What follows belongs to an exercise in optimizing a design on an open flow for small area and a short achievable clock period; a production flow would make more cautious choices. At most, simulation tests tie the RTL to the original design; equivalence was not proved. The RTL of run 2 was laid out without a check of its function. Power and IR drop assume default switching activity.

==> flow/design.v, too long to show whole: its modules and the start of the top module <==
// module fpm: 3019 lines
// module fadd: 4 lines
// module bsel: 5 lines
// module ao22: 3 lines
// module hadd: 4 lines
module fpm(
    input [32:1] a,
    input [32:1] b,
    input clk,
    input rst,
    input in_valid,
    output [32:1] c,
    output out_valid
    );
  // ...
==> flow/run.sh <==
#!/bin/bash
# synth_recipe.tcl (not shown) runs the flow's synth.tcl, then flattens the netlist and writes it again
# the make line also repeats each setting of config.mk as NAME=value (left out here)
make -C /OpenROAD-flow-scripts/flow DESIGN_CONFIG=/design/flow/config.mk WORK_HOME=/design/flow/orfs CLKGATE_MAP_FILE= SYNTH_SCRIPT=/design/flow/synth_recipe.tcl finish
==> flow/config.mk <==
export PLATFORM = sky130hd
export DESIGN_NAME = fpm
export DESIGN_NICKNAME = fpm
export VERILOG_FILES = /design/flow/design.v
export SDC_FILE = /design/flow/constraint.sdc
export NUM_CORES = 4
export LEC_CHECK = 0
export CAP_MARGIN = 50
export CORE_MARGIN = 2
export CORE_UTILIZATION = 60
export SETUP_SLACK_MARGIN = 2.5
export SLEW_MARGIN = 70
export SYNTH_HIERARCHICAL = 1
export SYNTH_MINIMUM_KEEP_SIZE = 0
export TNS_END_PERCENT = 0
==> flow/constraint.sdc <==
create_clock -name core_clock -period 5.0 [get_ports {clk}]
set_input_delay 1.0000 -clock core_clock [delete_from_list [all_inputs] [get_ports {clk}]]
set_output_delay 1.0000 -clock core_clock [all_outputs]
set_load 0.01 [all_outputs]
==> impl_metrics.tcl, run 1 <==
set metrics [dict create \
    inv_count 58 \
    path_delay_family "adder cells" \
    pg_seq_mw 4.62 \
    status "no timing/DRC/antenna violations" \
    yosys-top-cells-area "dfxtp_1 (33%), fa_1 (24%), xor2_1 (12%), a22o_1 (11%), ha_1 (6.6%)" \
    num-multi-input-gates 1346 \
    layout.nonclk_buf_share_pct 10.15 \
    sw_frac_of_total_pct 39.45 \
    synth-seq-area-share_pct 32.58 \
    overflow 0 \
    synth_top_flop_cell "dfxtp_1" \
    hold_end "q3_w_S0_1" \
    die_w_microns 190.6 \
    seq_cells 340 \
    seq_area_sq_um 6920 \
    crit_buf_inv 4 \
    p_leak_nw 11.25 \
    drt-initial-drc-count 1447 \
    busiest_layer "met2" \
    max_stage_delay_ns 0.54 \
    netlist_instances 1741 \
    hold_buffers 0 \
    maxPowerGroup "combinational cells" \
    synthAdderAreaFrac_pct 30.84 \
    critPathKind "reg -> reg" \
]
==> module bsel, before the edit <==
module bsel(input one, input two, input neg, input x1, input x0, output p);
wire t;
ao22 u_ao(one, x1, two, x0, t);
assign p = t ^ neg;
endmodule
==> inputs of run 2 (changes only) <==
--- a/flow/design.v
+++ b/flow/design.v
@@ -2,23 +2,23 @@
     input [32:1] a,
     input [32:1] b,
     input clk,
     input rst,
     input in_valid,
     output [32:1] c,
     output out_valid
     );
-reg [3:0] vld;
+reg [2:0] vld;
 always @(posedge clk)
     if (!rst)
         vld <= 0;
     else
-        vld <= {vld[2:0], in_valid};
-assign out_valid = vld[3];
+        vld <= {vld[1:0], in_valid};
+assign out_valid = vld[2];
 wire one1;
 wire two2;
 wire neg3;
 wire bp4;
 wire bp5;
 wire bp6;
 wire bp7;
 wire bp8;
@@ -1378,110 +1378,101 @@
 reg q1_b_16;
 reg q1_b_17;
 reg q1_b_18;
 reg q1_b_19;
 reg q1_b_20;
 reg q1_b_21;
 reg q1_b_22;
 reg q1_b_23;
-reg q2_s383;
-reg q2_c380;
-reg q2_s391;
-reg q2_c384;
-reg q2_s393;
 reg q2_c386;
-reg q2_s401;
-reg q2_c394;
-reg q2_s403;
-reg q2_c404;
-reg q2_s413;
-reg q2_s415;
+reg q2_c388;
+reg q2_c396;
+reg q2_s405;
+reg q2_c406;
+reg q2_s417;
 reg q2_c416;
 reg q2_s425;
 reg q2_s427;
+reg q2_c418;
 reg q2_s439;
 reg q2_c428;
 reg q2_s441;
 reg q2_s453;
 reg q2_c442;
 reg q2_s455;
 reg q2_s469;
 reg q2_c456;
 reg q2_s471;
 reg q2_s485;
 reg q2_c472;
 reg q2_s487;
-reg q2_c486;
-reg q2_s499;
-reg q2_s501;
 reg q2_c488;
 reg q2_s503;
+reg q2_s505;
 reg q2_s517;
 reg q2_s519;
 reg q2_c504;
 reg q2_s521;
+reg q2_c506;
 reg q2_s537;
 reg q2_s539;
 reg q2_c522;
 reg q2_s541;
 reg q2_s557;
 reg q2_s559;
 reg q2_c542;
 reg q2_s561;
 reg q2_s579;
 reg q2_c562;
 reg q2_s581;
 reg q2_s583;
-reg q2_c580;
-reg q2_s599;
-reg q2_s601;
 reg q2_c582;
 reg q2_c584;
 reg q2_s603;
+reg q2_s605;
 reg q2_s623;
 reg q2_s625;
 reg q2_c604;
 reg q2_s627;
+reg q2_c606;
 reg q2_s647;
 reg q2_c628;
 reg q2_s649;
 reg q2_s651;
-reg q2_c648;
-reg q2_s669;
-reg q2_s671;
 reg q2_c650;
 reg q2_c652;
 reg q2_s673;
+reg q2_s675;
 reg q2_s693;
 reg q2_s695;
 reg q2_c674;
 reg q2_s697;
+reg q2_c676;
 reg q2_s715;
 reg q2_c698;
 reg q2_s717;
 reg q2_s719;
 reg q2_s735;
 reg q2_s737;
 reg q2_c718;
 reg q2_c720;
 reg q2_s739;
 reg q2_s755;
 reg q2_s757;
 reg q2_c740;
 reg q2_s759;
-reg q2_s773;
-reg q2_c758;
-reg q2_s775;
 reg q2_c760;
 reg q2_s777;
+reg q2_s779;
 reg q2_s791;
 reg q2_s793;
 reg q2_c778;
 reg q2_s795;
+reg q2_c780;
 reg q2_s811;
 reg q2_c796;
 reg q2_s813;
 reg q2_s827;
 reg q2_c814;
 reg q2_s829;
 reg q2_c828;
 reg q2_s841;
@@ -1492,125 +1483,132 @@
 reg q2_s857;
 reg q2_c856;
 reg q2_s867;
 reg q2_s869;
 reg q2_c858;
 reg q2_s879;
 reg q2_c870;
 reg q2_s881;
-reg q2_s889;
-reg q2_c880;
-reg q2_s891;
 reg q2_c882;
+reg q2_s893;
 reg q2_s903;
+reg q2_c894;
 reg q2_c902;
 reg q2_s911;
 reg q2_c904;
-reg q2_c912;
-reg q2_s919;
 reg q2_c918;
 reg q2_s925;
 reg q2_c920;
-reg q2_s369;
-reg q2_s371;
-reg q2_c372;
-reg q2_s379;
 reg q2_s385;
+reg q2_s387;
+reg q2_s395;
+reg q2_s921;
+reg q2_c922;
 reg q2_s933;
-reg q2_c934;
-reg q2_s937;
-reg q2_c938;
-reg q2_s941;
+reg q2_g957;
+reg q2_pp958;
 reg q2_g955;
 reg q2_pp956;
+reg q2_g959;
+reg q2_pp960;
+reg q2_g1033;
+reg q2_pp1034;
 reg q2_g1037;
 reg q2_pp1038;
+reg q2_g1035;
+reg q2_pp1036;
 reg q2_G1043;
 reg q2_P1044;
 reg q2_G1091;
 reg q2_P1092;
 reg q2_G1089;
 reg q2_P1090;
-reg q3_g999;
-reg q3_pp1000;
-reg q3_G1113;
-reg q3_G1067;
-reg q3_P1068;
-reg q3_G1115;
-reg q3_P1116;
-reg q3_G1117;
-reg q3_P1118;
-reg q3_g1015;
-reg q3_pp1016;
-reg q3_G1121;
-reg q3_G1075;
-reg q3_P1076;
-reg q3_G1123;
-reg q3_P1124;
-reg q3_G1125;
-reg q3_P1126;
 reg q3_g991;
 reg q3_pp992;
 reg q3_G1157;
-reg q3_P1158;
 reg q3_G1063;
 reg q3_P1064;
 reg q3_G1111;
 reg q3_P1112;
+reg q3_G1113;
 reg q3_P1114;
+reg q3_G1159;
 reg q3_P1160;
+reg q3_G1161;
 reg q3_P1162;
+reg q3_G1163;
 reg q3_P1164;
+reg q3_G1165;
 reg q3_P1166;
 reg q3_g1023;
 reg q3_pp1024;
-reg q3_P1174;
+reg q3_G1173;
 reg q3_G1079;
 reg q3_P1080;
 reg q3_G1127;
 reg q3_P1128;
 reg q3_G1129;
 reg q3_P1130;
 reg q3_G1175;
 reg q3_P1176;
 reg q3_G1177;
 reg q3_P1178;
 reg q3_G1179;
 reg q3_P1180;
 reg q3_G1181;
 reg q3_P1182;
-reg q3_G1151;
-reg q3_P1152;
-reg q3_G1197;
-reg q3_G1153;
-reg q3_P1154;
 reg q3_G1155;
 reg q3_P1156;
+reg q3_G1197;
+reg q3_P1158;
+reg q3_P1200;
 reg q3_P1198;
+reg q3_P1202;
+reg q3_P1204;
+reg q3_P1206;
+reg q3_P1208;
+reg q3_P1210;
+reg q3_P1212;
+reg q3_P1214;
 reg q3_g1007;
 reg q3_pp1008;
 reg q3_G1071;
 reg q3_P1072;
 reg q3_G1119;
 reg q3_P1120;
+reg q3_G1121;
 reg q3_P1122;
+reg q3_G1167;
 reg q3_P1168;
+reg q3_G1169;
 reg q3_P1170;
+reg q3_G1171;
 reg q3_P1172;
+reg q3_P1174;
+reg q3_P1216;
+reg q3_P1218;
+reg q3_P1220;
+reg q3_P1222;
+reg q3_P1224;
+reg q3_P1226;
+reg q3_P1228;
+reg q3_P1230;
 reg q3_pp990;
 reg q3_pp994;
 reg q3_pp996;
 reg q3_pp998;
+reg q3_pp1000;
 reg q3_pp1002;
 reg q3_pp1004;
 reg q3_pp1006;
 reg q3_pp1010;
 reg q3_pp1012;
 reg q3_pp1014;
+reg q3_pp1016;
 reg q3_pp1018;
 reg q3_pp1020;
 reg q3_pp1022;
 reg q3_pp1026;
 reg q3_pp1028;
 reg q3_pp1030;
 reg q3_pp1032;
 reg q3_pp1034;
@@ -1647,17 +1645,16 @@
 reg q2_w_fz;
 reg q3_w_fz;
 reg q1_w_e255;
 reg q2_w_e255;
 reg q3_w_e255;
 reg q1_w_sgn;
 reg q2_w_sgn;
 reg q3_w_sgn;
-reg [31:0] q_c;
 assign one1 = q1_b_1 ^ 1'b0;
 assign two2 = (q1_b_2 & ~q1_b_1 & ~1'b0) | (~q1_b_2 & q1_b_1 & 1'b0);
 assign neg3 = q1_b_2;
 assign bp4 = ((one1 & q1_a_1) | (two2 & 1'b0)) ^ neg3;
 bsel u_bp5 (one1, two2, neg3, q1_a_2, q1_a_1, bp5);
 bsel u_bp6 (one1, two2, neg3, q1_a_3, q1_a_2, bp6);
 bsel u_bp7 (one1, two2, neg3, q1_a_4, q1_a_3, bp7);
 bsel u_bp8 (one1, two2, neg3, q1_a_5, q1_a_4, bp8);
@@ -2015,46 +2012,46 @@
 hadd u_s371 (c364, c366, s371, c372);
 fadd u_s373 (neg119, bp12, bp39, s373, c374);
 fadd u_s375 (bp66, bp93, bp120, s375, c376);
 fadd u_s377 (c368, s373, s375, s377, c378);
 hadd u_s379 (c370, s377, s379, c380);
 fadd u_s381 (bp13, bp40, bp67, s381, c382);
 fadd u_s383 (bp94, bp121, c374, s383, c384);
 fadd u_s385 (c376, s381, c378, s385, c386);
-hadd u_s387 (q2_s383, q2_c380, s387, c388);
+hadd u_s387 (s383, c380, s387, c388);
 fadd u_s389 (neg148, bp14, bp41, s389, c390);
 fadd u_s391 (bp68, bp95, bp122, s391, c392);
 fadd u_s393 (bp149, c382, s389, s393, c394);
-fadd u_s395 (q2_s391, q2_c384, q2_s393, s395, c396);
-hadd u_s397 (q2_c386, c388, s397, c398);
+fadd u_s395 (s391, c384, s393, s395, c396);
+hadd u_s397 (q2_c386, q2_c388, s397, c398);
 fadd u_s399 (bp15, bp42, bp69, s399, c400);
 fadd u_s401 (bp96, bp123, bp150, s401, c402);
 fadd u_s403 (c390, c392, s399, s403, c404);
-fadd u_s405 (q2_s401, q2_c394, q2_s403, s405, c406);
-hadd u_s407 (c396, c398, s407, c408);
+fadd u_s405 (s401, c394, s403, s405, c406);
+hadd u_s407 (q2_c396, q2_s405, s407, c408);
 fadd u_s409 (neg177, bp16, bp43, s409, c410);
 fadd u_s411 (bp70, bp97, bp124, s411, c412);
 fadd u_s413 (bp151, bp178, c400, s413, c414);
 fadd u_s415 (c402, s409, s411, s415, c416);
-fadd u_s417 (q2_c404, q2_s413, q2_s415, s417, c418);
-hadd u_s419 (c406, s417, s419, c420);
+fadd u_s417 (c404, s413, s415, s417, c418);
+hadd u_s419 (q2_c406, q2_s417, s419, c420);
 fadd u_s421 (bp17, bp44, bp71, s421, c422);
 fadd u_s423 (bp98, bp125, bp152, s423, c424);
 fadd u_s425 (bp179, c410, c412, s425, c426);
 fadd u_s427 (s421, s423, c414, s427, c428);
 fadd u_s429 (q2_c416, q2_s425, q2_s427, s429, c430);
-hadd u_s431 (c418, s429, s431, c432);
+hadd u_s431 (q2_c418, c420, s431, c432);
 fadd u_s433 (neg206, bp18, bp45, s433, c434);
 fadd u_s435 (bp72, bp99, bp126, s435, c436);
 fadd u_s437 (bp153, bp180, bp207, s437, c438);
 fadd u_s439 (c422, c424, s433, s439, c440);
 fadd u_s441 (s435, s437, c426, s441, c442);
 fadd u_s443 (q2_s439, q2_c428, q2_s441, s443, c444);
-hadd u_s445 (c430, s443, s445, c446);
+hadd u_s445 (c430, c432, s445, c446);
 fadd u_s447 (bp19, bp46, bp73, s447, c448);
 fadd u_s449 (bp100, bp127, bp154, s449, c450);
 fadd u_s451 (bp181, bp208, c434, s451, c452);
 fadd u_s453 (c436, c438, s447, s453, c454);
 fadd u_s455 (s449, c440, s451, s455, c456);
 fadd u_s457 (q2_s453, q2_c442, q2_s455, s457, c458);
 hadd u_s459 (c444, s457, s459, c460);
 fadd u_s461 (neg235, bp20, bp47, s461, c462);
@@ -2074,38 +2071,38 @@
 fadd u_s489 (q2_s485, q2_c472, q2_s487, s489, c490);
 hadd u_s491 (c474, s489, s491, c492);
 fadd u_s493 (neg264, bp22, bp49, s493, c494);
 fadd u_s495 (bp76, bp103, bp130, s495, c496);
 fadd u_s497 (bp157, bp184, bp211, s497, c498);
 fadd u_s499 (bp238, bp265, c478, s499, c500);
 fadd u_s501 (c480, c482, s493, s501, c502);
 fadd u_s503 (s495, s497, c484, s503, c504);
-fadd u_s505 (q2_c486, q2_s499, q2_s501, s505, c506);
-fadd u_s507 (q2_c488, q2_s503, c490, s507, c508);
-hadd u_s509 (s505, c492, s509, c510);
+fadd u_s505 (c486, s499, s501, s505, c506);
+fadd u_s507 (q2_c488, q2_s503, q2_s505, s507, c508);
+hadd u_s509 (c490, s507, s509, c510);
 fadd u_s511 (bp23, bp50, bp77, s511, c512);
 fadd u_s513 (bp104, bp131, bp158, s513, c514);
 fadd u_s515 (bp185, bp212, bp239, s515, c516);
 fadd u_s517 (bp266, c494, c496, s517, c518);
 fadd u_s519 (c498, s511, s513, s519, c520);
 fadd u_s521 (s515, c500, c502, s521, c522);
 fadd u_s523 (q2_s517, q2_s519, q2_c504, s523, c524);
-fadd u_s525 (q2_s521, c506, s523, s525, c526);
-hadd u_s527 (c508, c510, s527, c528);
+fadd u_s525 (q2_s521, q2_c506, c508, s525, c526);
+hadd u_s527 (s523, c510, s527, c528);
 fadd u_s529 (neg293, bp24, bp51, s529, c530);
 fadd u_s531 (bp78, bp105, bp132, s531, c532);
 fadd u_s533 (bp159, bp186, bp213, s533, c534);
 fadd u_s535 (bp240, bp267, bp294, s535, c536);
 fadd u_s537 (c512, c514, c516, s537, c538);
 fadd u_s539 (s529, s531, s533, s539, c540);
 fadd u_s541 (s535, c518, c520, s541, c542);
 fadd u_s543 (q2_s537, q2_s539, q2_c522, s543, c544);
 fadd u_s545 (q2_s541, c524, s543, s545, c546);
-hadd u_s547 (c526, s545, s547, c548);
+hadd u_s547 (c526, c528, s547, c548);
 fadd u_s549 (bp25, bp52, bp79, s549, c550);
 fadd u_s551 (bp106, bp133, bp160, s551, c552);
 fadd u_s553 (bp187, bp214, bp241, s553, c554);
 fadd u_s555 (bp268, bp295, c530, s555, c556);
 fadd u_s557 (c532, c534, c536, s557, c558);
 fadd u_s559 (s549, s551, s553, s559, c560);
 fadd u_s561 (c538, c540, s555, s561, c562);
 fadd u_s563 (q2_s557, q2_s559, q2_c542, s563, c564);
@@ -2124,30 +2121,30 @@
 hadd u_s589 (c566, s587, s589, c590);
 fadd u_s591 (bp27, bp54, bp81, s591, c592);
 fadd u_s593 (bp108, bp135, bp162, s593, c594);
 fadd u_s595 (bp189, bp216, bp243, s595, c596);
 fadd u_s597 (bp270, bp297, bp324, s597, c598);
 fadd u_s599 (c570, c572, c574, s599, c600);
 fadd u_s601 (c576, s591, s593, s601, c602);
 fadd u_s603 (s595, s597, c578, s603, c604);
-fadd u_s605 (q2_c580, q2_s599, q2_s601, s605, c606);
+fadd u_s605 (c580, s599, s601, s605, c606);
 fadd u_s607 (q2_c582, q2_c584, q2_s603, s607, c608);
-fadd u_s609 (c586, s605, s607, s609, c610);
+fadd u_s609 (q2_s605, c586, s607, s609, c610);
 hadd u_s611 (c588, s609, s611, c612);
 fadd u_s613 (q1_a_1, bp28, bp55, s613, c614);
 fadd u_s615 (bp82, bp109, bp136, s615, c616);
 fadd u_s617 (bp163, bp190, bp217, s617, c618);
 fadd u_s619 (bp244, bp271, bp298, s619, c620);
 fadd u_s621 (bp325, c592, c594, s621, c622);
 fadd u_s623 (c596, c598, s613, s623, c624);
 fadd u_s625 (s615, s617, s619, s625, c626);
 fadd u_s627 (c600, c602, s621, s627, c628);
 fadd u_s629 (q2_s623, q2_s625, q2_c604, s629, c630);
-fadd u_s631 (q2_s627, c606, c608, s631, c632);
+fadd u_s631 (q2_s627, q2_c606, c608, s631, c632);
 fadd u_s633 (s629, c610, s631, s633, c634);
 assign x635 = ~(q1_a_2 ^ nn29);
 assign o636 = q1_a_2 | nn29;
 fadd u_s637 (x635, bp56, bp83, s637, c638);
 fadd u_s639 (bp110, bp137, bp164, s639, c640);
 fadd u_s641 (bp191, bp218, bp245, s641, c642);
 fadd u_s643 (bp272, bp299, bp326, s643, c644);
 fadd u_s645 (c614, c616, c618, s645, c646);
@@ -2161,30 +2158,30 @@
 assign o660 = q1_a_3 | o636;
 fadd u_s661 (bp57, bp84, bp111, s661, c662);
 fadd u_s663 (bp138, bp165, bp192, s663, c664);
 fadd u_s665 (bp219, bp246, bp273, s665, c666);
 fadd u_s667 (bp300, bp327, x659, s667, c668);
 fadd u_s669 (c638, c640, c642, s669, c670);
 fadd u_s671 (c644, s661, s663, s671, c672);
 fadd u_s673 (s665, s667, c646, s673, c674);
-fadd u_s675 (q2_c648, q2_s669, q2_s671, s675, c676);
+fadd u_s675 (c648, s669, s671, s675, c676);
 fadd u_s677 (q2_c650, q2_c652, q2_s673, s677, c678);
-fadd u_s679 (c654, s675, s677, s679, c680);
+fadd u_s679 (q2_s675, c654, s677, s679, c680);
 hadd u_s681 (c656, s679, s681, c682);
 fadd u_s683 (q1_a_4, nn58, bp85, s683, c684);
 fadd u_s685 (bp112, bp139, bp166, s685, c686);
 fadd u_s687 (bp193, bp220, bp247, s687, c688);
 fadd u_s689 (bp274, bp301, bp328, s689, c690);
 fadd u_s691 (o660, c662, c664, s691, c692);
 fadd u_s693 (c666, c668, s683, s693, c694);
 fadd u_s695 (s685, s687, s689, s695, c696);
 fadd u_s697 (c670, c672, s691, s697, c698);
 fadd u_s699 (q2_s693, q2_s695, q2_c674, s699, c700);
-fadd u_s701 (q2_s697, c676, c678, s701, c702);
+fadd u_s701 (q2_s697, q2_c676, c678, s701, c702);
 fadd u_s703 (s699, c680, s701, s703, c704);
 assign x705 = ~(q1_a_5 ^ bp86);
 assign o706 = q1_a_5 | bp86;
 fadd u_s707 (bp113, bp140, bp167, s707, c708);
 fadd u_s709 (bp194, bp221, bp248, s709, c710);
 fadd u_s711 (bp275, bp302, bp329, s711, c712);
 fadd u_s713 (x705, c684, c686, s713, c714);
 fadd u_s715 (c688, c690, s707, s715, c716);
@@ -2215,29 +2212,29 @@
 fadd u_s763 (q2_s759, c742, s761, s763, c764);
 hadd u_s765 (c744, s763, s765, c766);
 fadd u_s767 (q1_a_8, nn116, bp143, s767, c768);
 fadd u_s769 (bp170, bp197, bp224, s769, c770);
 fadd u_s771 (bp251, bp278, bp305, s771, c772);
 fadd u_s773 (bp332, o748, c750, s773, c774);
 fadd u_s775 (c752, s767, s769, s775, c776);
 fadd u_s777 (s771, c754, c756, s777, c778);
-fadd u_s779 (q2_s773, q2_c758, q2_s775, s779, c780);
-fadd u_s781 (q2_c760, q2_s777, c762, s781, c782);
-fadd u_s783 (s779, c764, s781, s783, c784);
+fadd u_s779 (s773, c758, s775, s779, c780);
+fadd u_s781 (q2_c760, q2_s777, q2_s779, s781, c782);
+fadd u_s783 (c762, s781, c764, s783, c784);
 assign x785 = ~(q1_a_9 ^ bp144);
 assign o786 = q1_a_9 | bp144;
 fadd u_s787 (bp171, bp198, bp225, s787, c788);
 fadd u_s789 (bp252, bp279, bp306, s789, c790);
 fadd u_s791 (bp333, x785, c768, s791, c792);
 fadd u_s793 (c770, c772, s787, s793, c794);
 fadd u_s795 (s789, c774, c776, s795, c796);
 fadd u_s797 (q2_s791, q2_s793, q2_c778, s797, c798);
-fadd u_s799 (q2_s795, c780, s797, s799, c800);
-hadd u_s801 (c782, s799, s801, c802);
+fadd u_s799 (q2_s795, q2_c780, c782, s799, c800);
+hadd u_s801 (s797, s799, s801, c802);
 fadd u_s803 (q1_a_10, nn145, bp172, s803, c804);
 fadd u_s805 (bp199, bp226, bp253, s805, c806);
 fadd u_s807 (bp280, bp307, bp334, s807, c808);
 fadd u_s809 (o786, c788, c790, s809, c810);
 fadd u_s811 (s803, s805, s807, s811, c812);
 fadd u_s813 (c792, c794, s809, s813, c814);
 fadd u_s815 (q2_s811, q2_c796, q2_s813, s815, c816);
 fadd u_s817 (c798, s815, c800, s817, c818);
@@ -2276,33 +2273,33 @@
 fadd u_s877 (bp258, bp285, bp312, s877, c878);
 fadd u_s879 (bp339, x875, c864, s879, c880);
 fadd u_s881 (c866, s877, c868, s881, c882);
 fadd u_s883 (q2_s879, q2_c870, q2_s881, s883, c884);
 hadd u_s885 (c872, s883, s885, c886);
 fadd u_s887 (q1_a_16, nn232, bp259, s887, c888);
 fadd u_s889 (bp286, bp313, bp340, s889, c890);
 fadd u_s891 (o876, c878, s887, s891, c892);
-fadd u_s893 (q2_s889, q2_c880, q2_s891, s893, c894);
-fadd u_s895 (q2_c882, c884, s893, s895, c896);
+fadd u_s893 (s889, c880, s891, s893, c894);
+fadd u_s895 (q2_c882, q2_s893, c884, s895, c896);
 assign x897 = ~(q1_a_17 ^ bp260);
 assign o898 = q1_a_17 | bp260;
 fadd u_s899 (bp287, bp314, bp341, s899, c900);
 fadd u_s901 (x897, c888, c890, s901, c902);
 fadd u_s903 (s899, c892, s901, s903, c904);
-hadd u_s905 (q2_s903, c894, s905, c906);
+hadd u_s905 (q2_s903, q2_c894, s905, c906);
 fadd u_s907 (q1_a_18, nn261, bp288, s907, c908);
 fadd u_s909 (bp315, bp342, o898, s909, c910);
 fadd u_s911 (c900, s907, s909, s911, c912);
 fadd u_s913 (q2_c902, q2_s911, q2_c904, s913, c914);
 assign x915 = ~(q1_a_19 ^ bp289);
 assign o916 = q1_a_19 | bp289;
 fadd u_s917 (bp316, bp343, x915, s917, c918);
 fadd u_s919 (c908, c910, s917, s919, c920);
-hadd u_s921 (q2_c912, q2_s919, s921, c922);
+hadd u_s921 (c912, s919, s921, c922);
 fadd u_s923 (q1_a_20, nn290, bp317, s923, c924);
 fadd u_s925 (bp344, o916, s923, s925, c926);
 fadd u_s927 (q2_c918, q2_s925, q2_c920, s927, c928);
 assign x929 = ~(q1_a_21 ^ bp318);
 assign o930 = q1_a_21 | bp318;
 fadd u_s931 (bp345, x929, c924, s931, c932);
 hadd u_s933 (c926, s931, s933, c934);
 fadd u_s935 (q1_a_22, nn319, bp346, s935, c936);
@@ -2319,44 +2316,44 @@
 assign g949 = c350 & s351;
 assign pp950 = c350 ^ s351;
 assign g951 = s353 & s355;
 assign pp952 = s353 ^ s355;
 assign g953 = s357 & s359;
 assign pp954 = s357 ^ s359;
 assign g955 = s363 & s365;
 assign pp956 = s363 ^ s365;
-assign g957 = q2_s369 & q2_s371;
-assign pp958 = q2_s369 ^ q2_s371;
-assign g959 = q2_c372 & q2_s379;
-assign pp960 = q2_c372 ^ q2_s379;
-assign g961 = q2_s385 & s387;
-assign pp962 = q2_s385 ^ s387;
-assign g963 = s395 & s397;
-assign pp964 = s395 ^ s397;
-assign g965 = s405 & s407;
-assign pp966 = s405 ^ s407;
+assign g957 = s369 & s371;
+assign pp958 = s369 ^ s371;
+assign g959 = c372 & s379;
+assign pp960 = c372 ^ s379;
+assign g961 = q2_s385 & q2_s387;
+assign pp962 = q2_s385 ^ q2_s387;
+assign g963 = q2_s395 & s397;
+assign pp964 = q2_s395 ^ s397;
+assign g965 = c398 & s407;
+assign pp966 = c398 ^ s407;
 assign g967 = c408 & s419;
 assign pp968 = c408 ^ s419;
-assign g969 = c420 & s431;
-assign pp970 = c420 ^ s431;
-assign g971 = c432 & s445;
-assign pp972 = c432 ^ s445;
+assign g969 = s429 & s431;
+assign pp970 = s429 ^ s431;
+assign g971 = s443 & s445;
+assign pp972 = s443 ^ s445;
 assign g973 = c446 & s459;
 assign pp974 = c446 ^ s459;
 assign g975 = c460 & s475;
 assign pp976 = c460 ^ s475;
 assign g977 = c476 & s491;
 assign pp978 = c476 ^ s491;
-assign g979 = s507 & s509;
-assign pp980 = s507 ^ s509;
+assign g979 = c492 & s509;
+assign pp980 = c492 ^ s509;
 assign g981 = s525 & s527;
 assign pp982 = s525 ^ s527;
-assign g983 = c528 & s547;
-assign pp984 = c528 ^ s547;
+assign g983 = s545 & s547;
+assign pp984 = s545 ^ s547;
 assign g985 = c548 & s567;
 assign pp986 = c548 ^ s567;
 assign g987 = c568 & s589;
 assign pp988 = c568 ^ s589;
 assign g989 = c590 & s611;
 assign pp990 = c590 ^ s611;
 assign g991 = c612 & s633;
 assign pp992 = c612 ^ s633;
@@ -2389,38 +2386,38 @@
 assign g1019 = c874 & s885;
 assign pp1020 = c874 ^ s885;
 assign g1021 = c886 & s895;
 assign pp1022 = c886 ^ s895;
 assign g1023 = c896 & s905;
 assign pp1024 = c896 ^ s905;
 assign g1025 = c906 & s913;
 assign pp1026 = c906 ^ s913;
-assign g1027 = c914 & s921;
-assign pp1028 = c914 ^ s921;
-assign g1029 = c922 & s927;
-assign pp1030 = c922 ^ s927;
+assign g1027 = c914 & q2_s921;
+assign pp1028 = c914 ^ q2_s921;
+assign g1029 = q2_c922 & s927;
+assign pp1030 = q2_c922 ^ s927;
 assign g1031 = c928 & q2_s933;
 assign pp1032 = c928 ^ q2_s933;
-assign g1033 = q2_c934 & q2_s937;
-assign pp1034 = q2_c934 ^ q2_s937;
-assign g1035 = q2_c938 & q2_s941;
-assign pp1036 = q2_c938 ^ q2_s941;
+assign g1033 = c934 & s937;
+assign pp1034 = c934 ^ s937;
+assign g1035 = c938 & s941;
+assign pp1036 = c938 ^ s941;
 assign g1037 = c942 & x943;
 assign pp1038 = c942 ^ x943;
 assign G1039 = 1'b0 | (bp5 & g945);
 assign P1040 = bp5 & pp946;
 assign G1041 = g949 | (pp950 & g947);
 assign P1042 = pp950 & pp948;
 assign G1043 = g953 | (pp954 & g951);
 assign P1044 = pp954 & pp952;
-assign G1045 = g957 | (pp958 & q2_g955);
-assign P1046 = pp958 & q2_pp956;
-assign G1047 = g961 | (pp962 & g959);
-assign P1048 = pp962 & pp960;
+assign G1045 = q2_g957 | (q2_pp958 & q2_g955);
+assign P1046 = q2_pp958 & q2_pp956;
+assign G1047 = g961 | (pp962 & q2_g959);
+assign P1048 = pp962 & q2_pp960;
 assign G1049 = g965 | (pp966 & g963);
 assign P1050 = pp966 & pp964;
 assign G1051 = g969 | (pp970 & g967);
 assign P1052 = pp970 & pp968;
 assign G1053 = g973 | (pp974 & g971);
 assign P1054 = pp974 & pp972;
 assign G1055 = g977 | (pp978 & g975);
 assign P1056 = pp978 & pp976;
@@ -2445,20 +2442,20 @@
 assign G1075 = g1017 | (pp1018 & g1015);
 assign P1076 = pp1018 & pp1016;
 assign G1077 = g1021 | (pp1022 & g1019);
 assign P1078 = pp1022 & pp1020;
 assign G1079 = g1025 | (pp1026 & g1023);
 assign P1080 = pp1026 & pp1024;
 assign G1081 = g1029 | (pp1030 & g1027);
 assign P1082 = pp1030 & pp1028;
-assign G1083 = g1033 | (pp1034 & g1031);
-assign P1084 = pp1034 & pp1032;
-assign G1085 = q2_g1037 | (q2_pp1038 & g1035);
-assign P1086 = q2_pp1038 & pp1036;
+assign G1083 = q2_g1033 | (q2_pp1034 & g1031);
+assign P1084 = q2_pp1034 & pp1032;
+assign G1085 = q2_g1037 | (q2_pp1038 & q2_g1035);
+assign P1086 = q2_pp1038 & q2_pp1036;
 assign G1087 = g947 | (pp948 & G1039);
 assign P1088 = pp948 & P1040;
 assign G1089 = G1041 | (P1042 & G1039);
 assign P1090 = P1042 & P1040;
 assign G1091 = g955 | (pp956 & G1043);
 assign P1092 = pp956 & P1044;
 assign G1093 = G1045 | (P1046 & q2_G1043);
 assign P1094 = P1046 & q2_P1044;
@@ -2493,26 +2490,26 @@
 assign G1123 = g1019 | (pp1020 & G1075);
 assign P1124 = pp1020 & P1076;
 assign G1125 = G1077 | (P1078 & G1075);
 assign P1126 = P1078 & P1076;
 assign G1127 = g1027 | (pp1028 & G1079);
 assign P1128 = pp1028 & P1080;
 assign G1129 = G1081 | (P1082 & G1079);
 assign P1130 = P1082 & P1080;
-assign G1131 = g1035 | (pp1036 & G1083);
-assign P1132 = pp1036 & P1084;
+assign G1131 = q2_g1035 | (q2_pp1036 & G1083);
+assign P1132 = q2_pp1036 & P1084;
 assign G1133 = G1085 | (P1086 & G1083);
 assign P1134 = P1086 & P1084;
 assign G1135 = g951 | (pp952 & G1089);
 assign P1136 = pp952 & P1090;
 assign G1137 = G1043 | (P1044 & G1089);
 assign P1138 = P1044 & P1090;
 assign G1139 = q2_G1091 | (q2_P1092 & q2_G1089);
-assign P1140 = q2_P1092 & q2_P1090;
+assign P1140 = P1092 & P1090;
 assign G1141 = G1093 | (P1094 & q2_G1089);
 assign P1142 = P1094 & q2_P1090;
 assign G1143 = g967 | (pp968 & G1097);
 assign P1144 = pp968 & P1098;
 assign G1145 = G1051 | (P1052 & G1097);
 assign P1146 = P1052 & P1098;
 assign G1147 = G1099 | (P1100 & G1097);
 assign P1148 = P1100 & P1098;
@@ -2521,152 +2518,152 @@
 assign G1151 = g983 | (pp984 & G1105);
 assign P1152 = pp984 & P1106;
 assign G1153 = G1059 | (P1060 & G1105);
 assign P1154 = P1060 & P1106;
 assign G1155 = G1107 | (P1108 & G1105);
 assign P1156 = P1108 & P1106;
 assign G1157 = G1109 | (P1110 & G1105);
 assign P1158 = P1110 & P1106;
-assign G1159 = q3_g999 | (q3_pp1000 & q3_G1113);
+assign G1159 = g999 | (pp1000 & G1113);
 assign P1160 = pp1000 & P1114;
-assign G1161 = q3_G1067 | (q3_P1068 & q3_G1113);
+assign G1161 = G1067 | (P1068 & G1113);
 assign P1162 = P1068 & P1114;
-assign G1163 = q3_G1115 | (q3_P1116 & q3_G1113);
+assign G1163 = G1115 | (P1116 & G1113);
 assign P1164 = P1116 & P1114;
-assign G1165 = q3_G1117 | (q3_P1118 & q3_G1113);
+assign G1165 = G1117 | (P1118 & G1113);
 assign P1166 = P1118 & P1114;
-assign G1167 = q3_g1015 | (q3_pp1016 & q3_G1121);
+assign G1167 = g1015 | (pp1016 & G1121);
 assign P1168 = pp1016 & P1122;
-assign G1169 = q3_G1075 | (q3_P1076 & q3_G1121);
+assign G1169 = G1075 | (P1076 & G1121);
 assign P1170 = P1076 & P1122;
-assign G1171 = q3_G1123 | (q3_P1124 & q3_G1121);
+assign G1171 = G1123 | (P1124 & G1121);
 assign P1172 = P1124 & P1122;
-assign G1173 = q3_G1125 | (q3_P1126 & q3_G1121);
+assign G1173 = G1125 | (P1126 & G1121);
 assign P1174 = P1126 & P1122;
 assign G1175 = g1031 | (pp1032 & G1129);
 assign P1176 = pp1032 & P1130;
 assign G1177 = G1083 | (P1084 & G1129);
 assign P1178 = P1084 & P1130;
 assign G1179 = G1131 | (P1132 & G1129);
 assign P1180 = P1132 & P1130;
 assign G1181 = G1133 | (P1134 & G1129);
 assign P1182 = P1134 & P1130;
-assign G1183 = g959 | (pp960 & G1141);
-assign P1184 = pp960 & P1142;
+assign G1183 = q2_g959 | (q2_pp960 & G1141);
+assign P1184 = q2_pp960 & P1142;
 assign G1185 = G1047 | (P1048 & G1141);
 assign P1186 = P1048 & P1142;
 assign G1187 = G1095 | (P1096 & G1141);
 assign P1188 = P1096 & P1142;
 assign G1189 = G1097 | (P1098 & G1141);
 assign P1190 = P1098 & P1142;
 assign G1191 = G1143 | (P1144 & G1141);
 assign P1192 = P1144 & P1142;
 assign G1193 = G1145 | (P1146 & G1141);
 assign P1194 = P1146 & P1142;
 assign G1195 = G1147 | (P1148 & G1141);
 assign P1196 = P1148 & P1142;
 assign G1197 = G1149 | (P1150 & G1141);
 assign P1198 = P1150 & P1142;
 assign G1199 = q3_g991 | (q3_pp992 & q3_G1157);
-assign P1200 = q3_pp992 & q3_P1158;
+assign P1200 = pp992 & P1158;
 assign G1201 = q3_G1063 | (q3_P1064 & q3_G1157);
-assign P1202 = q3_P1064 & q3_P1158;
+assign P1202 = P1064 & P1158;
 assign G1203 = q3_G1111 | (q3_P1112 & q3_G1157);
-assign P1204 = q3_P1112 & q3_P1158;
+assign P1204 = P1112 & P1158;
 assign G1205 = q3_G1113 | (q3_P1114 & q3_G1157);
-assign P1206 = q3_P1114 & q3_P1158;
-assign G1207 = G1159 | (q3_P1160 & q3_G1157);
-assign P1208 = q3_P1160 & q3_P1158;
-assign G1209 = G1161 | (q3_P1162 & q3_G1157);
-assign P1210 = q3_P1162 & q3_P1158;
-assign G1211 = G1163 | (q3_P1164 & q3_G1157);
-assign P1212 = q3_P1164 & q3_P1158;
-assign G1213 = G1165 | (q3_P1166 & q3_G1157);
-assign P1214 = q3_P1166 & q3_P1158;
-assign G1215 = q3_g1023 | (q3_pp1024 & G1173);
-assign P1216 = q3_pp1024 & q3_P1174;
-assign G1217 = q3_G1079 | (q3_P1080 & G1173);
-assign P1218 = q3_P1080 & q3_P1174;
-assign G1219 = q3_G1127 | (q3_P1128 & G1173);
-assign P1220 = q3_P1128 & q3_P1174;
-assign G1221 = q3_G1129 | (q3_P1130 & G1173);
-assign P1222 = q3_P1130 & q3_P1174;
-assign G1223 = q3_G1175 | (q3_P1176 & G1173);
-assign P1224 = q3_P1176 & q3_P1174;
-assign G1225 = q3_G1177 | (q3_P1178 & G1173);
-assign P1226 = q3_P1178 & q3_P1174;
-assign G1227 = q3_G1179 | (q3_P1180 & G1173);
-assign P1228 = q3_P1180 & q3_P1174;
-assign G1229 = q3_G1181 | (q3_P1182 & G1173);
-assign P1230 = q3_P1182 & q3_P1174;
+assign P1206 = P1114 & P1158;
+assign G1207 = q3_G1159 | (q3_P1160 & q3_G1157);
+assign P1208 = P1160 & P1158;
+assign G1209 = q3_G1161 | (q3_P1162 & q3_G1157);
+assign P1210 = P1162 & P1158;
+assign G1211 = q3_G1163 | (q3_P1164 & q3_G1157);
+assign P1212 = P1164 & P1158;
+assign G1213 = q3_G1165 | (q3_P1166 & q3_G1157);
+assign P1214 = P1166 & P1158;
+assign G1215 = q3_g1023 | (q3_pp1024 & q3_G1173);
+assign P1216 = pp1024 & P1174;
+assign G1217 = q3_G1079 | (q3_P1080 & q3_G1173);
+assign P1218 = P1080 & P1174;
+assign G1219 = q3_G1127 | (q3_P1128 & q3_G1173);
+assign P1220 = P1128 & P1174;
+assign G1221 = q3_G1129 | (q3_P1130 & q3_G1173);
+assign P1222 = P1130 & P1174;
+assign G1223 = q3_G1175 | (q3_P1176 & q3_G1173);
+assign P1224 = P1176 & P1174;
+assign G1225 = q3_G1177 | (q3_P1178 & q3_G1173);
+assign P1226 = P1178 & P1174;
+assign G1227 = q3_G1179 | (q3_P1180 & q3_G1173);
+assign P1228 = P1180 & P1174;
+assign G1229 = q3_G1181 | (q3_P1182 & q3_G1173);
+assign P1230 = P1182 & P1174;
 assign G1231 = g975 | (pp976 & G1197);
 assign P1232 = pp976 & P1198;
 assign G1233 = G1055 | (P1056 & G1197);
 assign P1234 = P1056 & P1198;
 assign G1235 = G1103 | (P1104 & G1197);
 assign P1236 = P1104 & P1198;
 assign G1237 = G1105 | (P1106 & G1197);
 assign P1238 = P1106 & P1198;
-assign G1239 = q3_G1151 | (q3_P1152 & q3_G1197);
+assign G1239 = G1151 | (P1152 & G1197);
 assign P1240 = P1152 & P1198;
-assign G1241 = q3_G1153 | (q3_P1154 & q3_G1197);
+assign G1241 = G1153 | (P1154 & G1197);
 assign P1242 = P1154 & P1198;
 assign G1243 = q3_G1155 | (q3_P1156 & q3_G1197);
-assign P1244 = q3_P1156 & q3_P1198;
+assign P1244 = P1156 & P1198;
 assign G1245 = q3_G1157 | (q3_P1158 & q3_G1197);
-assign P1246 = q3_P1158 & q3_P1198;
-assign G1247 = G1199 | (P1200 & q3_G1197);
-assign P1248 = P1200 & q3_P1198;
-assign G1249 = G1201 | (P1202 & q3_G1197);
-assign P1250 = P1202 & q3_P1198;
-assign G1251 = G1203 | (P1204 & q3_G1197);
-assign P1252 = P1204 & q3_P1198;
-assign G1253 = G1205 | (P1206 & q3_G1197);
-assign P1254 = P1206 & q3_P1198;
-assign G1255 = G1207 | (P1208 & q3_G1197);
-assign P1256 = P1208 & q3_P1198;
-assign G1257 = G1209 | (P1210 & q3_G1197);
-assign P1258 = P1210 & q3_P1198;
-assign G1259 = G1211 | (P1212 & q3_G1197);
-assign P1260 = P1212 & q3_P1198;
-assign G1261 = G1213 | (P1214 & q3_G1197);
-assign P1262 = P1214 & q3_P1198;
+assign P1246 = P1158 & P1198;
+assign G1247 = G1199 | (q3_P1200 & q3_G1197);
+assign P1248 = q3_P1200 & q3_P1198;
+assign G1249 = G1201 | (q3_P1202 & q3_G1197);
+assign P1250 = q3_P1202 & q3_P1198;
+assign G1251 = G1203 | (q3_P1204 & q3_G1197);
+assign P1252 = q3_P1204 & q3_P1198;
+assign G1253 = G1205 | (q3_P1206 & q3_G1197);
+assign P1254 = q3_P1206 & q3_P1198;
+assign G1255 = G1207 | (q3_P1208 & q3_G1197);
+assign P1256 = q3_P1208 & q3_P1198;
+assign G1257 = G1209 | (q3_P1210 & q3_G1197);
+assign P1258 = q3_P1210 & q3_P1198;
+assign G1259 = G1211 | (q3_P1212 & q3_G1197);
+assign P1260 = q3_P1212 & q3_P1198;
+assign G1261 = G1213 | (q3_P1214 & q3_G1197);
+assign P1262 = q3_P1214 & q3_P1198;
 assign G1263 = q3_g1007 | (q3_pp1008 & G1261);
 assign P1264 = q3_pp1008 & P1262;
 assign G1265 = q3_G1071 | (q3_P1072 & G1261);
 assign P1266 = q3_P1072 & P1262;
 assign G1267 = q3_G1119 | (q3_P1120 & G1261);
 assign P1268 = q3_P1120 & P1262;
 assign G1269 = q3_G1121 | (q3_P1122 & G1261);
 assign P1270 = q3_P1122 & P1262;
-assign G1271 = G1167 | (q3_P1168 & G1261);
+assign G1271 = q3_G1167 | (q3_P1168 & G1261);
 assign P1272 = q3_P1168 & P1262;
-assign G1273 = G1169 | (q3_P1170 & G1261);
+assign G1273 = q3_G1169 | (q3_P1170 & G1261);
 assign P1274 = q3_P1170 & P1262;
-assign G1275 = G1171 | (q3_P1172 & G1261);
+assign G1275 = q3_G1171 | (q3_P1172 & G1261);
 assign P1276 = q3_P1172 & P1262;
-assign G1277 = G1173 | (q3_P1174 & G1261);
+assign G1277 = q3_G1173 | (q3_P1174 & G1261);
 assign P1278 = q3_P1174 & P1262;
-assign G1279 = G1215 | (P1216 & G1261);
-assign P1280 = P1216 & P1262;
-assign G1281 = G1217 | (P1218 & G1261);
-assign P1282 = P1218 & P1262;
-assign G1283 = G1219 | (P1220 & G1261);
-assign P1284 = P1220 & P1262;
-assign G1285 = G1221 | (P1222 & G1261);
-assign P1286 = P1222 & P1262;
-assign G1287 = G1223 | (P1224 & G1261);
-assign P1288 = P1224 & P1262;
-assign G1289 = G1225 | (P1226 & G1261);
-assign P1290 = P1226 & P1262;
-assign G1291 = G1227 | (P1228 & G1261);
-assign P1292 = P1228 & P1262;
-assign G1293 = G1229 | (P1230 & G1261);
-assign P1294 = P1230 & P1262;
+assign G1279 = G1215 | (q3_P1216 & G1261);
+assign P1280 = q3_P1216 & P1262;
+assign G1281 = G1217 | (q3_P1218 & G1261);
+assign P1282 = q3_P1218 & P1262;
+assign G1283 = G1219 | (q3_P1220 & G1261);
+assign P1284 = q3_P1220 & P1262;
+assign G1285 = G1221 | (q3_P1222 & G1261);
+assign P1286 = q3_P1222 & P1262;
+assign G1287 = G1223 | (q3_P1224 & G1261);
+assign P1288 = q3_P1224 & P1262;
+assign G1289 = G1225 | (q3_P1226 & G1261);
+assign P1290 = q3_P1226 & P1262;
+assign G1291 = G1227 | (q3_P1228 & G1261);
+assign P1292 = q3_P1228 & P1262;
+assign G1293 = G1229 | (q3_P1230 & G1261);
+assign P1294 = q3_P1230 & P1262;
 assign P1295 = q3_pp990 ^ G1243;
 assign P1296 = q3_pp992 ^ G1245;
 assign P1297 = q3_pp994 ^ G1247;
 assign P1298 = q3_pp996 ^ G1249;
 assign P1299 = q3_pp998 ^ G1251;
 assign P1300 = q3_pp1000 ^ G1253;
 assign P1301 = q3_pp1002 ^ G1255;
 assign P1302 = q3_pp1004 ^ G1257;
@@ -2739,110 +2736,101 @@
     q1_b_16 <= b[16];
     q1_b_17 <= b[17];
     q1_b_18 <= b[18];
     q1_b_19 <= b[19];
     q1_b_20 <= b[20];
     q1_b_21 <= b[21];
     q1_b_22 <= b[22];
     q1_b_23 <= b[23];
-    q2_s383 <= s383;
-    q2_c380 <= c380;
-    q2_s391 <= s391;
-    q2_c384 <= c384;
-    q2_s393 <= s393;
     q2_c386 <= c386;
-    q2_s401 <= s401;
-    q2_c394 <= c394;
-    q2_s403 <= s403;
-    q2_c404 <= c404;
-    q2_s413 <= s413;
-    q2_s415 <= s415;
+    q2_c388 <= c388;
+    q2_c396 <= c396;
+    q2_s405 <= s405;
+    q2_c406 <= c406;
+    q2_s417 <= s417;
     q2_c416 <= c416;
     q2_s425 <= s425;
     q2_s427 <= s427;
+    q2_c418 <= c418;
     q2_s439 <= s439;
     q2_c428 <= c428;
     q2_s441 <= s441;
     q2_s453 <= s453;
     q2_c442 <= c442;
     q2_s455 <= s455;
     q2_s469 <= s469;
     q2_c456 <= c456;
     q2_s471 <= s471;
     q2_s485 <= s485;
     q2_c472 <= c472;
     q2_s487 <= s487;
-    q2_c486 <= c486;
-    q2_s499 <= s499;
-    q2_s501 <= s501;
     q2_c488 <= c488;
     q2_s503 <= s503;
+    q2_s505 <= s505;
     q2_s517 <= s517;
     q2_s519 <= s519;
     q2_c504 <= c504;
     q2_s521 <= s521;
+    q2_c506 <= c506;
     q2_s537 <= s537;
     q2_s539 <= s539;
     q2_c522 <= c522;
     q2_s541 <= s541;
     q2_s557 <= s557;
     q2_s559 <= s559;
     q2_c542 <= c542;
     q2_s561 <= s561;
     q2_s579 <= s579;
     q2_c562 <= c562;
     q2_s581 <= s581;
     q2_s583 <= s583;
-    q2_c580 <= c580;
-    q2_s599 <= s599;
-    q2_s601 <= s601;
     q2_c582 <= c582;
     q2_c584 <= c584;
     q2_s603 <= s603;
+    q2_s605 <= s605;
     q2_s623 <= s623;
     q2_s625 <= s625;
     q2_c604 <= c604;
     q2_s627 <= s627;
+    q2_c606 <= c606;
     q2_s647 <= s647;
     q2_c628 <= c628;
     q2_s649 <= s649;
     q2_s651 <= s651;
-    q2_c648 <= c648;
-    q2_s669 <= s669;
-    q2_s671 <= s671;
     q2_c650 <= c650;
     q2_c652 <= c652;
     q2_s673 <= s673;
+    q2_s675 <= s675;
     q2_s693 <= s693;
     q2_s695 <= s695;
     q2_c674 <= c674;
     q2_s697 <= s697;
+    q2_c676 <= c676;
     q2_s715 <= s715;
     q2_c698 <= c698;
     q2_s717 <= s717;
     q2_s719 <= s719;
     q2_s735 <= s735;
     q2_s737 <= s737;
     q2_c718 <= c718;
     q2_c720 <= c720;
     q2_s739 <= s739;
     q2_s755 <= s755;
     q2_s757 <= s757;
     q2_c740 <= c740;
     q2_s759 <= s759;
-    q2_s773 <= s773;
-    q2_c758 <= c758;
-    q2_s775 <= s775;
     q2_c760 <= c760;
     q2_s777 <= s777;
+    q2_s779 <= s779;
     q2_s791 <= s791;
     q2_s793 <= s793;
     q2_c778 <= c778;
     q2_s795 <= s795;
+    q2_c780 <= c780;
     q2_s811 <= s811;
     q2_c796 <= c796;
     q2_s813 <= s813;
     q2_s827 <= s827;
     q2_c814 <= c814;
     q2_s829 <= s829;
     q2_c828 <= c828;
     q2_s841 <= s841;
@@ -2853,134 +2841,141 @@
     q2_s857 <= s857;
     q2_c856 <= c856;
     q2_s867 <= s867;
     q2_s869 <= s869;
     q2_c858 <= c858;
     q2_s879 <= s879;
     q2_c870 <= c870;
     q2_s881 <= s881;
-    q2_s889 <= s889;
-    q2_c880 <= c880;
-    q2_s891 <= s891;
     q2_c882 <= c882;
+    q2_s893 <= s893;
     q2_s903 <= s903;
+    q2_c894 <= c894;
     q2_c902 <= c902;
     q2_s911 <= s911;
     q2_c904 <= c904;
-    q2_c912 <= c912;
-    q2_s919 <= s919;
     q2_c918 <= c918;
     q2_s925 <= s925;
     q2_c920 <= c920;
-    q2_s369 <= s369;
-    q2_s371 <= s371;
-    q2_c372 <= c372;
-    q2_s379 <= s379;
     q2_s385 <= s385;
+    q2_s387 <= s387;
+    q2_s395 <= s395;
+    q2_s921 <= s921;
+    q2_c922 <= c922;
     q2_s933 <= s933;
-    q2_c934 <= c934;
-    q2_s937 <= s937;
-    q2_c938 <= c938;
-    q2_s941 <= s941;
+    q2_g957 <= g957;
+    q2_pp958 <= pp958;
     q2_g955 <= g955;
     q2_pp956 <= pp956;
+    q2_g959 <= g959;
+    q2_pp960 <= pp960;
+    q2_g1033 <= g1033;
+    q2_pp1034 <= pp1034;
     q2_g1037 <= g1037;
     q2_pp1038 <= pp1038;
+    q2_g1035 <= g1035;
+    q2_pp1036 <= pp1036;
     q2_G1043 <= G1043;
     q2_P1044 <= P1044;
     q2_G1091 <= G1091;
     q2_P1092 <= P1092;
     q2_G1089 <= G1089;
     q2_P1090 <= P1090;
-    q3_g999 <= g999;
-    q3_pp1000 <= pp1000;
-    q3_G1113 <= G1113;
-    q3_G1067 <= G1067;
-    q3_P1068 <= P1068;
-    q3_G1115 <= G1115;
-    q3_P1116 <= P1116;
-    q3_G1117 <= G1117;
-    q3_P1118 <= P1118;
-    q3_g1015 <= g1015;
-    q3_pp1016 <= pp1016;
-    q3_G1121 <= G1121;
-    q3_G1075 <= G1075;
-    q3_P1076 <= P1076;
-    q3_G1123 <= G1123;
-    q3_P1124 <= P1124;
-    q3_G1125 <= G1125;
-    q3_P1126 <= P1126;
     q3_g991 <= g991;
     q3_pp992 <= pp992;
     q3_G1157 <= G1157;
-    q3_P1158 <= P1158;
     q3_G1063 <= G1063;
     q3_P1064 <= P1064;
     q3_G1111 <= G1111;
     q3_P1112 <= P1112;
+    q3_G1113 <= G1113;
     q3_P1114 <= P1114;
+    q3_G1159 <= G1159;
     q3_P1160 <= P1160;
+    q3_G1161 <= G1161;
     q3_P1162 <= P1162;
+    q3_G1163 <= G1163;
     q3_P1164 <= P1164;
+    q3_G1165 <= G1165;
     q3_P1166 <= P1166;
     q3_g1023 <= g1023;
     q3_pp1024 <= pp1024;
-    q3_P1174 <= P1174;
+    q3_G1173 <= G1173;
     q3_G1079 <= G1079;
     q3_P1080 <= P1080;
     q3_G1127 <= G1127;
     q3_P1128 <= P1128;
     q3_G1129 <= G1129;
     q3_P1130 <= P1130;
     q3_G1175 <= G1175;
     q3_P1176 <= P1176;
     q3_G1177 <= G1177;
     q3_P1178 <= P1178;
     q3_G1179 <= G1179;
     q3_P1180 <= P1180;
     q3_G1181 <= G1181;
     q3_P1182 <= P1182;
-    q3_G1151 <= G1151;
-    q3_P1152 <= P1152;
-    q3_G1197 <= G1197;
-    q3_G1153 <= G1153;
-    q3_P1154 <= P1154;
     q3_G1155 <= G1155;
     q3_P1156 <= P1156;
+    q3_G1197 <= G1197;
+    q3_P1158 <= P1158;
+    q3_P1200 <= P1200;
     q3_P1198 <= P1198;
+    q3_P1202 <= P1202;
+    q3_P1204 <= P1204;
+    q3_P1206 <= P1206;
+    q3_P1208 <= P1208;
+    q3_P1210 <= P1210;
+    q3_P1212 <= P1212;
+    q3_P1214 <= P1214;
     q3_g1007 <= g1007;
     q3_pp1008 <= pp1008;
     q3_G1071 <= G1071;
     q3_P1072 <= P1072;
     q3_G1119 <= G1119;
     q3_P1120 <= P1120;
+    q3_G1121 <= G1121;
     q3_P1122 <= P1122;
+    q3_G1167 <= G1167;
     q3_P1168 <= P1168;
+    q3_G1169 <= G1169;
     q3_P1170 <= P1170;
+    q3_G1171 <= G1171;
     q3_P1172 <= P1172;
+    q3_P1174 <= P1174;
+    q3_P1216 <= P1216;
+    q3_P1218 <= P1218;
+    q3_P1220 <= P1220;
+    q3_P1222 <= P1222;
+    q3_P1224 <= P1224;
+    q3_P1226 <= P1226;
+    q3_P1228 <= P1228;
+    q3_P1230 <= P1230;
     q3_pp990 <= pp990;
     q3_pp994 <= pp994;
     q3_pp996 <= pp996;
     q3_pp998 <= pp998;
+    q3_pp1000 <= pp1000;
     q3_pp1002 <= pp1002;
     q3_pp1004 <= pp1004;
     q3_pp1006 <= pp1006;
     q3_pp1010 <= pp1010;
     q3_pp1012 <= pp1012;
     q3_pp1014 <= pp1014;
+    q3_pp1016 <= pp1016;
     q3_pp1018 <= pp1018;
     q3_pp1020 <= pp1020;
     q3_pp1022 <= pp1022;
     q3_pp1026 <= pp1026;
     q3_pp1028 <= pp1028;
     q3_pp1030 <= pp1030;
     q3_pp1032 <= pp1032;
-    q3_pp1034 <= pp1034;
-    q3_pp1036 <= pp1036;
+    q3_pp1034 <= q2_pp1034;
+    q3_pp1036 <= q2_pp1036;
     q3_pp1038 <= q2_pp1038;
     q1_w_S0_0 <= w_S0[0];
     q2_w_S0_0 <= q1_w_S0_0;
     q3_w_S0_0 <= q2_w_S0_0;
     q1_w_S0_1 <= w_S0[1];
     q2_w_S0_1 <= q1_w_S0_1;
     q3_w_S0_1 <= q2_w_S0_1;
     q1_w_S0_2 <= w_S0[2];
@@ -3008,28 +3003,22 @@
     q2_w_fz <= q1_w_fz;
     q3_w_fz <= q2_w_fz;
     q1_w_e255 <= w_e255;
     q2_w_e255 <= q1_w_e255;
     q3_w_e255 <= q2_w_e255;
     q1_w_sgn <= w_sgn;
     q2_w_sgn <= q1_w_sgn;
     q3_w_sgn <= q2_w_sgn;
-    q_c <= o_c;
 end
-assign c = q_c;
+assign c = o_c;
 endmodule
 module fadd(input x, input y, input z, output s, output co);
 assign s = x ^ y ^ z;
 assign co = (x & y) | (x & z) | (y & z);
 endmodule
 module bsel(input one, input two, input neg, input x1, input x0, output p);
-wire t;
-ao22 u_ao(one, x1, two, x0, t);
-assign p = t ^ neg;
-endmodule
-module ao22(input a1, input a2, input b1, input b2, output y);
-assign y = (a1 & a2) | (b1 & b2);
+assign p = ((one & x1) | (two & x0)) ^ neg;
 endmodule
 module hadd(input x, input y, output s, output co);
 assign s = x ^ y;
 assign co = x & y;
 endmodule
==> flow/config.mk (replaced) <==
export PLATFORM = sky130hd
export DESIGN_NAME = fpm
export DESIGN_NICKNAME = fpm
export VERILOG_FILES = /design/flow/design.v
export SDC_FILE = /design/flow/constraint.sdc
export NUM_CORES = 4
export LEC_CHECK = 0
export CAP_MARGIN = 20
export CORE_MARGIN = 2
export CORE_UTILIZATION = 35
export SETUP_SLACK_MARGIN = 1.9
export SLEW_MARGIN = 20
export SYNTH_HIERARCHICAL = 1
export SYNTH_MINIMUM_KEEP_SIZE = 0
==> impl_metrics.tcl, run 2 <==
set metrics [dict create \
    synth-seq-area-share_pct 29.09 \
    seq_area_sq_um 6245 \
    clock_sinks 308 \
    routedWlPerCell_microns 22.37 \
    setup_viol 0 \
    drc 0 \
    tightest_slew_ns 1.189 \
    layout.nets 2477 \
    start_util_pct 35.25 \
    clock_skew_ns 0.02364 \
    regToRegEndpoint "q2_s779" \
    grt_use_total_pct 20.34 \
    required_ns 4.00 \
    clock.fmax_ghz 0.2450 \
    syn-mean-instance-area_sq_um 12.26 \
    arrival_ns 3.08 \
    port-buffer-count 99 \
    drive_above_1_share_pct 39.39 \
    cts_root_buf "clkbuf_16" \
    yosysUniqueCellTypes 47 \
    synth_top_flop_cell "dfxtp_1" \
    drt-initial-drc-count 944 \
    powerDensity_nw_per_um2 654.6 \
    cts_tree "yes" \
    worstPathMaxFanout 4 \
    layout_commonest_cell "xnor2_1" \
    grt_pass1_wl_microns 97490 \
    synth_commonest_cells "dfxtp_1 (308), xnor2_1 (305), a22oi_2 (264)" \
    worstReg2RegStart "q1_b_15" \
    slew_headroom_pct 19.87 \
    hold_ws_ns 0.3244 \
    hold_viol 0 \
    setup_tns_ns 0 \
    ioPinCount 100 \
    drtAntennaViolNets 0 \
    drv_cap 0 \
    dp_cells 2656 \
    row_count 90 \
    ys_ff_latch 308 \
    place_hpwl_microns 42720 \
    clock_path_buffers 3 \
    netlist.area_leader.share_pct 29.09 \
    fin_cells 2851 \
    routed_wl_microns 63780 \
    hold_start "q1_w_S0_5" \
    netlist_area_sq_um 21190 \
    p_leak_nw 10.27 \
    synth_edf_count 0 \
    die_w_microns 250.1 \
    area_growth_pct 29.75 \
    cp-start-kind "flip-flop" \
    num_vias 14930 \
    r2r_cells 8 \
    fin_ws_ns 0.9186 \
    htreeDepth 2 \
    netlist.top_cell.by_area "dfxtp_1" \
    path_clk_slew_ns 0.06 \
    viasPerCell 5.237 \
    n_antenna_cell 0 \
    rrSetupSlack_ns 1.96 \
    antenna_found_initial 0 \
    overflow 0 \
    min_period_ns 4.081 \
    hold_end "q2_w_S0_5" \
    peakVddDrop_mv 0.5479 \
    synth-async-reset-ratio_pct 0 \
    multi_input_area_sq_um 16100 \
    netlist_instances 1729 \
    nFillCells 5441 \
    cts_buffers 35 \
    min_path_cells 0 \
    clk_latency_ns 0.56 \
    fin_crit_sh_pct 81.63 \
    die_h_microns 250.1 \
    yosysWarningCount 7 \
    drv_slew 0 \
    globalplace.congestion 0.8103 \
    grt_pass1_vias 16080 \
    grt_max_degree 28 \
    synth_most_common_cell "dfxtp_1" \
    core_sq_um 60130 \
    rsz0062_at_grt "true" \
    largest_register_ffs 3 \
    layout_common_cells "xnor2_1 (279), dfxtp_1 (273), a22oi_2 (264), fa_1 (138), buf_4 (129)" \
    top_register "vld" \
    timing.critical_path.to_type "output port" \
    yosys-top-cells-area "dfxtp_1 (29%), fa_1 (24%), a22oi_2 (16%), xnor2_1 (13%), ha_1 (6.6%)" \
    first_pass_iters 5 \
    critPathKind "reg -> out" \
    hold_buffers 0 \
    hp-class "reg -> reg" \
    status "no timing/DRC/antenna violations" \
    total_power_mw 18.00 \
    dieArea_sq_um 62540 \
    dpl_worst_slack_ns 0.8912 \
]
run 2: worst max path at each step:
stage                         from     to  slack [ns]  cells past startpoint
after floorplan           q3_G1197  c[24]        1.39                     13
after global placement    q3_G1197  c[29]        0.98                     12
after detailed placement  q3_G1197  c[25]        0.89                     12
after CTS                 q3_G1157  c[27]        0.85                     13
after global routing      q3_G1157  c[31]        0.79                     13
final                     q3_G1157  c[25]        0.92                     13
run 2: cell families after synthesis:
group / Yosys count / synth area share, %
AOI/OAI and AO/OA: 416 / 20.10
adders and majority gates: 364 / 30.40
xor gates and xnor gates: 322 / 13.34
DFF: 308 / 29.09
and+or+nand+nor: 231 / 5.301
buffers and inverters: 86 / 1.694
other: 1 / 0.01769
muxes: 1 / 0.04723
run 2: routing by layer:
metal / track usage, % / wire length, microns
met5: 0 / 0
met4: 7.151 / 2060
met1: 26.80 / 27760
met2: 33.34 / 29990
met3: 3.938 / 3965
run 2: layout make-up:
class                           instances  share of cell area (%)
Clock buffer                           48                   3.690
Clock inverter                         11                  0.5505
Inverter                               60                  0.8417
Multi-Input combinational cell       1359                   58.55
Sequential cell                       308                   22.71
Tap cell                              782                   3.558
Timing Repair Buffer                  282                   10.09
Timing Repair inverter                  1                 0.01820
run 2: critical path: stages, from the launching register on:
cell	delay [ns]
dfxtp_4	0.35
a221o_1	0.41
a221oi_4	0.30
xor2_2	0.24
inv_4	0.09
ha_4	0.18
ha_4	0.16
nand3_4	0.07
nor3_4	0.05
xor2_2	0.15
nor2_4	0.18
buf_4	0.15
a21oi_2	0.04
buf_2	0.17
run 2: metrics by stage:
| step | instance area (sq um) | util (%) |
|---|---|---|
| after floorplan | 22380 | - |
| after CTS | 26980 | 44.86 |
| after global routing | 27500 | 45.73 |
| after detailed placement | 24370 | 40.52 |
| after global placement | 24370 | 40.52 |
| final | 27500 | 45.73 |
run 2: power breakdown:
part	internal, mW	total, mW	switching, mW
sequential	3.57	4.08	0.508
clock	1.53	2.57	1.04
combinational	5.38	11.4	5.97
run 2: timing repair:
item / in CTS / in global routing
setup endpoints to repair: 165 / 65
hold endpoints to repair: 0 / 0
pin swaps: 36 / 33
gates cloned: 5 / 2
gates resized for setup: 192 / 98
buffers inserted: 121 / 8
run 2: per-module statistics from Yosys (local to each module, per instance):
module | area [sq um] | flip-flops and latches | copies in the design
bsel | 21.27 | 0 | 264
fadd | 20.02 | 0 | 251
fpm | 10130 | 308 | 1
hadd | 12.51 | 0 | 34

## what the ideal ports hide
The flow's constraints put no driver on any port. The routed layouts listed below were extracted and timed again, unchanged, in two steps. Step 1 assumes that a clkbuf_16 drives the clock port and a buf_2 every other input. Step 2, shift: input delay + t, output delay - t, t = (earliest + latest rising clock arrival at the registers) / 2. This alone moves slack from input paths to output paths. a / b / c = ideal / step 1 / step 2; a / b = the first two.
| run | t (ns) | setup WS [ns] | latest minus earliest clock arrival (ns) | slew at the worst register clock pin (ns) | worst data-port slew with drivers (ns) |
|---|---|---|---|---|---|
| run 1 | 0.601 | 1.941 / 1.941 / 1.668 | 0.031 / 0.031 | 0.07 / 0.07 | 0.06 |
| run 2 | 0.599 | 0.919 / 0.864 / 1.463 | 0.024 / 0.023 | 0.07 / 0.07 | 0.07 |
After both steps every run listed still meets setup and hold. For run 1, which loses most, drivers alone change the setup slack by 0.000 ns; drivers and shift together by -0.273 ns.
